Source: an optimization exercise on an open RTL-to-GDS flow (aim: small area and a short achievable clock period). Production flows keep margins and buffers that such runs may drop.
Function was checked by simulation only, so behaviour that the tests miss may differ from the original.

==> inputs of branch ember <==
==> flow/design.v (excerpt) <==
module dlfloat16_fpu (
  input             clk,
  input             rst_n,
  input      [3:0]  op,
  input      [2:0]  rm,
  input      [31:0] op1,
  input      [15:0] op2,
  input      [15:0] op3,
  output     [31:0] result,
  output            invalid,
  output            inexact,
  output            overflow,
  output            underflow,
  output            div_by_zero
);
==> flow/config.mk <==
export PLATFORM = sky130hd
export DESIGN_NAME = dlfloat16_fpu
export DESIGN_NICKNAME = dlfloat16_fpu
export VERILOG_FILES = /design/flow/design.v
export SDC_FILE = /design/flow/constraint.sdc
export NUM_CORES = 4
export LEC_CHECK = 0
export ABC_AREA = 1
export CAP_MARGIN = 20
export CORE_MARGIN = 2
export CORE_UTILIZATION = 60
export SLEW_MARGIN = 20
==> flow/constraint.sdc <==
create_clock -name core_clock -period 200.0 [get_ports {clk}]
set_input_delay 40.0000 -clock core_clock [delete_from_list [all_inputs] [get_ports {clk}]]
set_output_delay 40.0000 -clock core_clock [all_outputs]
set_load 0.01 [all_outputs]
run.sh (not shown) runs the stock make flow with config.mk's settings and CLKGATE_MAP_FILE= SYNTH_SCRIPT=/design/flow/synth_recipe.tcl, a recipe that flattens the netlist after the stock synthesis.
==> branch delta: changes against branch ember <==
--- a/flow/design.v
+++ b/flow/design.v
@@ -17,15 +17,17 @@
   assign co = c[W];
 endmodule
 module fp_add (
   input  [15:0] x,
   input  [15:0] y,
   input         ys,
   output [19:0] add_pre,
-  output [19:0] fma_pre
+  output [19:0] fma_pre,
+  output        mag_gt,     
+  output        mag_eq      
 );
   wire [5:0] e1 = x[14:9];
   wire [5:0] e2 = y[14:9];
   wire [8:0] m1 = x[8:0];
   wire [8:0] m2 = y[8:0];
   wire       s1 = x[15];
   wire       s2 = ys;
@@ -35,14 +37,16 @@
   wire       eqe = &u;
   wire       m_lt, m_eq;
   wire [8:0] mdif;
   wire       mge;
   rc_add #(9) u_mcmp (.a(m1), .b(~m2), .ci(1'b1), .s(mdif), .co(mge));
   assign m_lt = ~mge;
   assign m_eq = (m1 == m2);
+  assign mag_gt = gt | (eqe & mge & ~m_eq);
+  assign mag_eq = eqe & m_eq;
   wire       z    = (e1 == 6'd0) | (e2 == 6'd0);
   wire       same = (s1 == s2);
   wire       xbig = gt | (eqe & mge & ~z);
   wire [5:0] lexp = gt ? e1 : e2;
   wire [8:0] bigm = xbig ? m1 : m2;
   wire [9:0] smlp = gt ? {2'b01, m2[8:1]} : {1'b1, (xbig ? m2 : m1)};
   wire [5:0] amt  = gt ? u : ~u;
@@ -152,38 +156,41 @@
   wire [9:0] ma = {1'b1, a[8:0]};
   wire [9:0] mb = {1'b1, b[8:0]};
   wire s = a[15] ^ b[15];
   wire az = (a[14:0] == 15'd0);
   wire bz = (b[14:0] == 15'd0);
   wire ainf = (a[14:0] == 15'h7FFF);
   wire binf = (b[14:0] == 15'h7FFF);
-  reg [15:0] q;
-  reg [9:0]  r;
-  reg [10:0] t, d;
-  integer i;
-  always @(*) begin
-    q[15] = (ma >= mb);
-    r = q[15] ? (ma - mb) : ma;
-    for (i = 14; i >= 0; i = i - 1) begin
-      t = {r, 1'b0};
-      d = t - {1'b0, mb};
-      q[i] = (t >= {1'b0, mb});
-      r = q[i] ? d[9:0] : t[9:0];
+  wire [15:3] q;
+  wire [9:0]  r [3:15];
+  wire [10:0] d15 = {1'b0, ma} - {1'b0, mb};
+  assign q[15] = ~d15[10];
+  assign r[15] = q[15] ? d15[9:0] : ma;
+  genvar i;
+  generate
+    for (i = 14; i >= 3; i = i - 1) begin : row
+      wire [10:0] t = {r[i+1], 1'b0};
+      wire [11:0] dif = {1'b0, t} - {2'b0, mb};
+      assign q[i] = ~dif[11];
+      assign r[i] = q[i] ? dif[9:0] : t[9:0];
     end
-  end
+  endgenerate
+  wire st_hi = ({r[4], 2'b00} >= {2'b00, mb});
+  wire st_lo = ({r[3], 2'b00} >= {2'b00, mb});
+  wire nz4   = ({r[4], 4'b0000} >= {4'b0000, mb});
   wire [5:0]  e_temp = a[14:9] - b[14:9] + 6'd31;
   wire [5:0]  exp  = e_temp + {5'b0, q[15]};
-  wire [12:0] mant = q[15] ? q[14:2] : q[13:1];
+  wire [12:0] mant = q[15] ? {q[14:4], st_hi, 1'b0} : {q[13:3], st_lo, 1'b0};
   always @(*) begin
     flags = 5'b0;
     if (bz & az)        begin pre = {s, 15'h7FFF, 4'b0}; flags[4] = 1'b1; end
     else if (bz)        begin pre = {s, 15'h7FFF, 4'b0}; flags[0] = 1'b1; end
     else if (ainf)      begin pre = {s, 15'h7FFF, 4'b0}; flags[4] = binf; end
     else if (binf | az) begin pre = {s, 19'b0}; end
-    else                begin pre = {s, exp, mant}; flags[3] = (q[3:0] != 4'b0); end
+    else                begin pre = {s, exp, mant}; flags[3] = nz4; end
   end
 endmodule
 module sub_w #(parameter W = 4, parameter FAST = 1) (input [W-1:0] a, input [W-1:0] b, input ci, output [W-1:0] d, output ok);
   generate if (FAST) begin : f
     wire [W:0] t = {1'b0, a} + {1'b0, ~b} + {{W{1'b0}}, ci};
     assign d = t[W-1:0];
     assign ok = t[W];
@@ -263,48 +270,54 @@
   output [15:0] out
 );
   wire neg = (op == 2'b10);
   wire sgn = (op == 2'b11) ? a[15] : (op == 2'b00) ? ~a[15] : (op == 2'b01) ? (a[15] ^ b[15]) : ~a[15];
   assign out = {sgn, neg ? a[14:0] : b[14:0]};
 endmodule
 module fp_cmp (
-  input  [15:0] a,
-  input  [15:0] b,
+  input         sa,
+  input         sb,
+  input         mgt,
+  input         meq,
   input  [1:0]  op,
   output [15:0] out
 );
-  wire mgt = (a[14:0] > b[14:0]);
-  wire meq = (a[14:0] == b[14:0]);
-  wire eq  = (a[15] == b[15]) & meq;
-  wire gt  = (a[15] != b[15]) ? ~a[15] : (~meq & (mgt ^ a[15]));
+  wire eq  = (sa == sb) & meq;
+  wire gt  = (sa != sb) ? ~sa : (~meq & (mgt ^ sa));
   wire lt  = ~eq & ~gt;
   wire r = (op == 2'b11) ? lt : (op == 2'b00) ? eq : gt;
   assign out = {16{r}};
 endmodule
 module fp_i2f (
   input  [31:0] in_int,
   output [15:0] out
 );
   wire sign = in_int[31];
-  wire [31:0] ab = sign ? (32'd0 - in_int) : in_int;
-  wire [31:0] n0 = ab;
-  wire s4 = (n0[31:16] == 16'd0);
-  wire [31:0] n1 = s4 ? {n0[15:0], 16'd0} : n0;
-  wire s3 = (n1[31:24] == 8'd0);
+  wire [31:0] low;    
+  wire [31:0] ab;
+  assign low[0] = 1'b0;
+  genvar i;
+  generate
+    for (i = 1; i < 32; i = i + 1) begin : lo
+      assign low[i] = low[i-1] | in_int[i-1];
+    end
+  endgenerate
+  assign ab = in_int ^ ({32{sign}} & low);
+  wire s4 = ~|ab[31:16];
+  wire [31:0] n1 = s4 ? {ab[15:0], 16'd0} : ab;
+  wire s3 = ~|n1[31:24];
   wire [31:0] n2 = s3 ? {n1[23:0], 8'd0} : n1;
-  wire s2 = (n2[31:28] == 4'd0);
+  wire s2 = ~|n2[31:28];
   wire [31:0] n3 = s2 ? {n2[27:0], 4'd0} : n2;
-  wire s1 = (n3[31:30] == 2'd0);
+  wire s1 = ~|n3[31:30];
   wire [31:0] n4 = s1 ? {n3[29:0], 2'd0} : n3;
   wire s0 = ~n4[31];
   wire [31:0] n5 = s0 ? {n4[30:0], 1'd0} : n4;
-  wire [4:0] lz = {s4, s3, s2, s1, s0};
-  wire intmin = ab[31];
-  wire [5:0] ex = (ab == 32'd0) ? 6'd31 : 6'd62 - {1'b0, lz};
-  assign out = intmin ? 16'hFF00 : {sign, ex, n5[30:22]};
+  wire [5:0] ex = 6'd62 - {1'b0, s4, s3, s2, s1, s0};
+  assign out = ab[31] ? 16'hFF00 : {sign, ex, n5[30:22]};
 endmodule
 module fp_f2i (
   input  [15:0] a,
   output hi31,    
   output hi,      
   output lo       
 );
@@ -360,28 +373,29 @@
   reg        q_rn;
   reg [15:0] q_a, q_b, q_c;
   always @(posedge clk) begin
     q_op <= op;
     q_rn <= (rm == 3'd0);
     q_a  <= op1[15:0];
     q_b  <= op2;
-    q_c  <= (op == OP_I2F) ? op1[31:16] : op3;
+    q_c  <= op[3] ? op1[31:16] : op3;    
   end
   wire is_sub  = (q_op == OP_SUB);
   wire is_fma  = (q_op == OP_FMA) | (q_op == OP_FMS);
   wire is_fms  = (q_op == OP_FMS);
   wire [19:0] mul_pre;
   wire [15:0] fprod;
   fp_mul u_mul (.a(q_a), .b(q_b), .mul_pre(mul_pre), .fprod(fprod));
   wire [15:0] addend = {q_c[15] ^ is_fms, q_c[14:0]};
   wire [15:0] ax = is_fma ? fprod  : q_a;
   wire [15:0] ay = is_fma ? addend : q_b;
   wire        ys = is_fma ? addend[15] : (q_b[15] ^ is_sub);
   wire [19:0] add_pre, fma_pre;
-  fp_add u_add (.x(ax), .y(ay), .ys(ys), .add_pre(add_pre), .fma_pre(fma_pre));
+  wire mag_gt, mag_eq;
+  fp_add u_add (.x(ax), .y(ay), .ys(ys), .add_pre(add_pre), .fma_pre(fma_pre), .mag_gt(mag_gt), .mag_eq(mag_eq));
   wire [19:0] div_pre, sqrt_pre;
   wire [4:0]  div_flags, sqrt_flags;
   fp_div  u_div  (.a(q_a), .b(q_b), .pre(div_pre), .flags(div_flags));
   fp_sqrt u_sqrt (.a(q_a), .pre(sqrt_pre), .flags(sqrt_flags));
   reg [19:0] to_round;
   always @(*) begin
     case (q_op)
@@ -393,15 +407,15 @@
     endcase
   end
   wire [15:0] rounded;
   fp_round u_round (.in1(to_round), .rn(q_rn), .out(rounded));
   wire [15:0] sgn_out;
   fp_sign u_sign (.a(q_a), .b(q_b), .op(q_op[1:0]), .out(sgn_out));
   wire [15:0] cmp_out;
-  fp_cmp u_cmp (.a(q_a), .b(q_b), .op(q_op[1:0]), .out(cmp_out));
+  fp_cmp u_cmp (.sa(q_a[15]), .sb(q_b[15]), .mgt(mag_gt), .meq(mag_eq), .op(q_op[1:0]), .out(cmp_out));
   wire [15:0] i2f_out;
   fp_i2f u_i2f (.in_int({q_c, q_a}), .out(i2f_out));
   wire f2i_hi31, f2i_hi, f2i_lo;
   fp_f2i u_f2i (.a(q_a), .hi31(f2i_hi31), .hi(f2i_hi), .lo(f2i_lo));
   reg [15:0] res_lo;
   always @(*) begin
     case (q_op)
==> flow/flow/run.sh (new file) <==
#!/bin/bash
# Own flow: the standard layout (standard.sh, all steps) with these changes:
#  - synthesis keeps the large units (SYNTH_HIERARCHICAL 1, SYNTH_MINIMUM_KEEP_SIZE 1000)
#    until ABC has mapped them, then flattens as synth_recipe.tcl does;
#  - ABC maps the divider (module fp_div, the critical path) with flow/fast.abc and every
#    other module with flow/area.abc, an area-oriented script, instead of ORFS's script;
#  - no full-adder extraction before ABC (ADDER_MAP_FILE empty), so ABC maps the adders;
#  - port buffers are sky130_fd_sc_hd__buf_1 (BUFFER_PORTS_ARGS) instead of the default.
# Registers, floorplan, placement, CTS and routing are the standard flow's own.
set -euo pipefail
W="$(cd "$(dirname "${BASH_SOURCE[0]}")/.." && pwd)"
cd "$W"
{
  head -n 1 synth_recipe.tcl
  cat <<TCL
proc abc {args} {
  set i [lsearch \$args -script]
  set fast \$args
  lset fast [expr {\$i + 1}] {$W/flow/fast.abc}
  set area \$args
  lset area [expr {\$i + 1}] {$W/flow/area.abc}
  yosys tee -o {$W/abc_modules.log} ls
  if {[catch { yosys abc {*}\$fast fp_div } err]} { puts "abc fp_div: \$err" }
  foreach m {dlfloat16_fpu fp_sqrt sq_core fp_mul fp_add fp_i2f fp_round fp_sign fp_cmp fp_f2i} {
    if {[catch { yosys abc {*}\$area \$m } err]} { puts "abc \$m: \$err" }
  }
}
TCL
  tail -n +2 synth_recipe.tcl
} > own_synth.tcl
sed -e "s#SYNTH_SCRIPT=[^ ]*#SYNTH_SCRIPT=$W/own_synth.tcl SYNTH_HIERARCHICAL=1 SYNTH_MINIMUM_KEEP_SIZE=1000 ADDER_MAP_FILE= BUFFER_PORTS_ARGS='-buffer_cell sky130_fd_sc_hd__buf_1'#" standard.sh > own_standard.sh
grep -q "SYNTH_SCRIPT=$W/own_synth.tcl" own_standard.sh
bash own_standard.sh > own_flow.log 2>&1
==> flow/flow/area.abc (new file) <==
strash
balance
rewrite
refactor
balance
rewrite
rewrite -z
balance
refactor -z
rewrite -z
balance
dch -f
amap
topo
stime -c
dnsize -c
==> flow/flow/fast.abc (new file) <==
strash
dc2
dch -f
map -a
topo
stime -c
dnsize -c
==> flow/standard.sh (new file) <==
#!/bin/bash
# synth_recipe.tcl (not shown) runs the flow's synth.tcl, then flattens the netlist and writes it again
# the make line also repeats each setting of config.mk as NAME=value (left out here)
make -C /OpenROAD-flow-scripts/flow DESIGN_CONFIG=/design/flow/config.mk WORK_HOME=/design/flow/orfs CLKGATE_MAP_FILE= SYNTH_SCRIPT=/design/flow/synth_recipe.tcl "${@:-finish}"
ABC_AREA = unset   (was 1)
removed: flow/run.sh
==> qor summary <==
Pin slew with the least headroom to its limit: branch ember 1250 ps; branch delta 1110 ps
Layout area overhead: branch ember 7.46%; branch delta 8.02%
Max transition margin: branch ember 14.8%; branch delta 25.9%
Largest fanout of any net on the critical path: branch ember 15; branch delta 19
Met2 Use GR: branch ember 65.0%; branch delta 68.0%
Count of mapped cells out of synthesis: branch ember 3,556; branch delta 3,237
Layout fillers: branch ember 3,383; branch delta 2,752
Yosys warning count: branch ember 6; branch delta 20
Total area of multi-input combinational cells: branch ember 18,400 um2; branch delta 14,500 um2
Clock buffer and inverter area fraction after layout: branch ember 1.32%; branch delta 1.81%
Max Freq: branch ember 0.0241 GHz; branch delta 0.0243 GHz
Row count: branch ember 70; branch delta 62
Status: branch ember complete, no violations; branch delta complete, no violations
Overall track demand over capacity in global routing: branch ember 39.5%; branch delta 41.9%
Buffer share of cell area: branch ember 5.44%; branch delta 3.82%
Die Outline Area: branch ember 39,000 um2; branch delta 30,500 um2
Total length of routed met3 wires: branch ember 7940 um; branch delta 7540 um
Number of buffer and inverter instances along the worst setup path: branch ember 1; branch delta 2
Share of the clock period used by the worst path: branch ember 20.8%; branch delta 20.6%
GR Layer Usage met1: branch ember 50.4%; branch delta 51.3%
Worst Slack Setup Final: branch ember 158,460 ps; branch delta 158,810 ps
HPWL after detailed placement: branch ember 62,500 um; branch delta 50,800 um
Routed length on met1: branch ember 31,300 um; branch delta 25,800 um
Capture point of the critical path: branch ember result[27]; branch delta r_31

==> what the ideal ports hide <==
The results above use ideal ports. As a check the final layouts listed here were re-extracted and re-timed, cells and wires unchanged. Step 1: set_driving_cell puts a clkbuf_16 on clk and a buf_2 on each other input, an assumption about the parent block. Step 2, shift: input delay + t, output delay - t, t = (earliest + latest rising clock arrival at the registers) / 2. This alone moves slack from input paths to output paths. Three values: ideal, step 1, step 2; two values: the first two.
run | shift t [ns] | setup WS [ns] | hold slack, ns
branch ember | 0.413 | 158.462 / 158.410 / 158.247 | 0.813 / 0.813 / 0.813
branch delta | 0.414 | 158.807 / 158.825 / 158.423 | 0.658 / 0.658 / 0.658
After both steps setup and hold are still met in every run listed. For branch delta, which loses most, drivers alone change the setup slack by +0.018 ns; drivers and shift together by -0.384 ns.
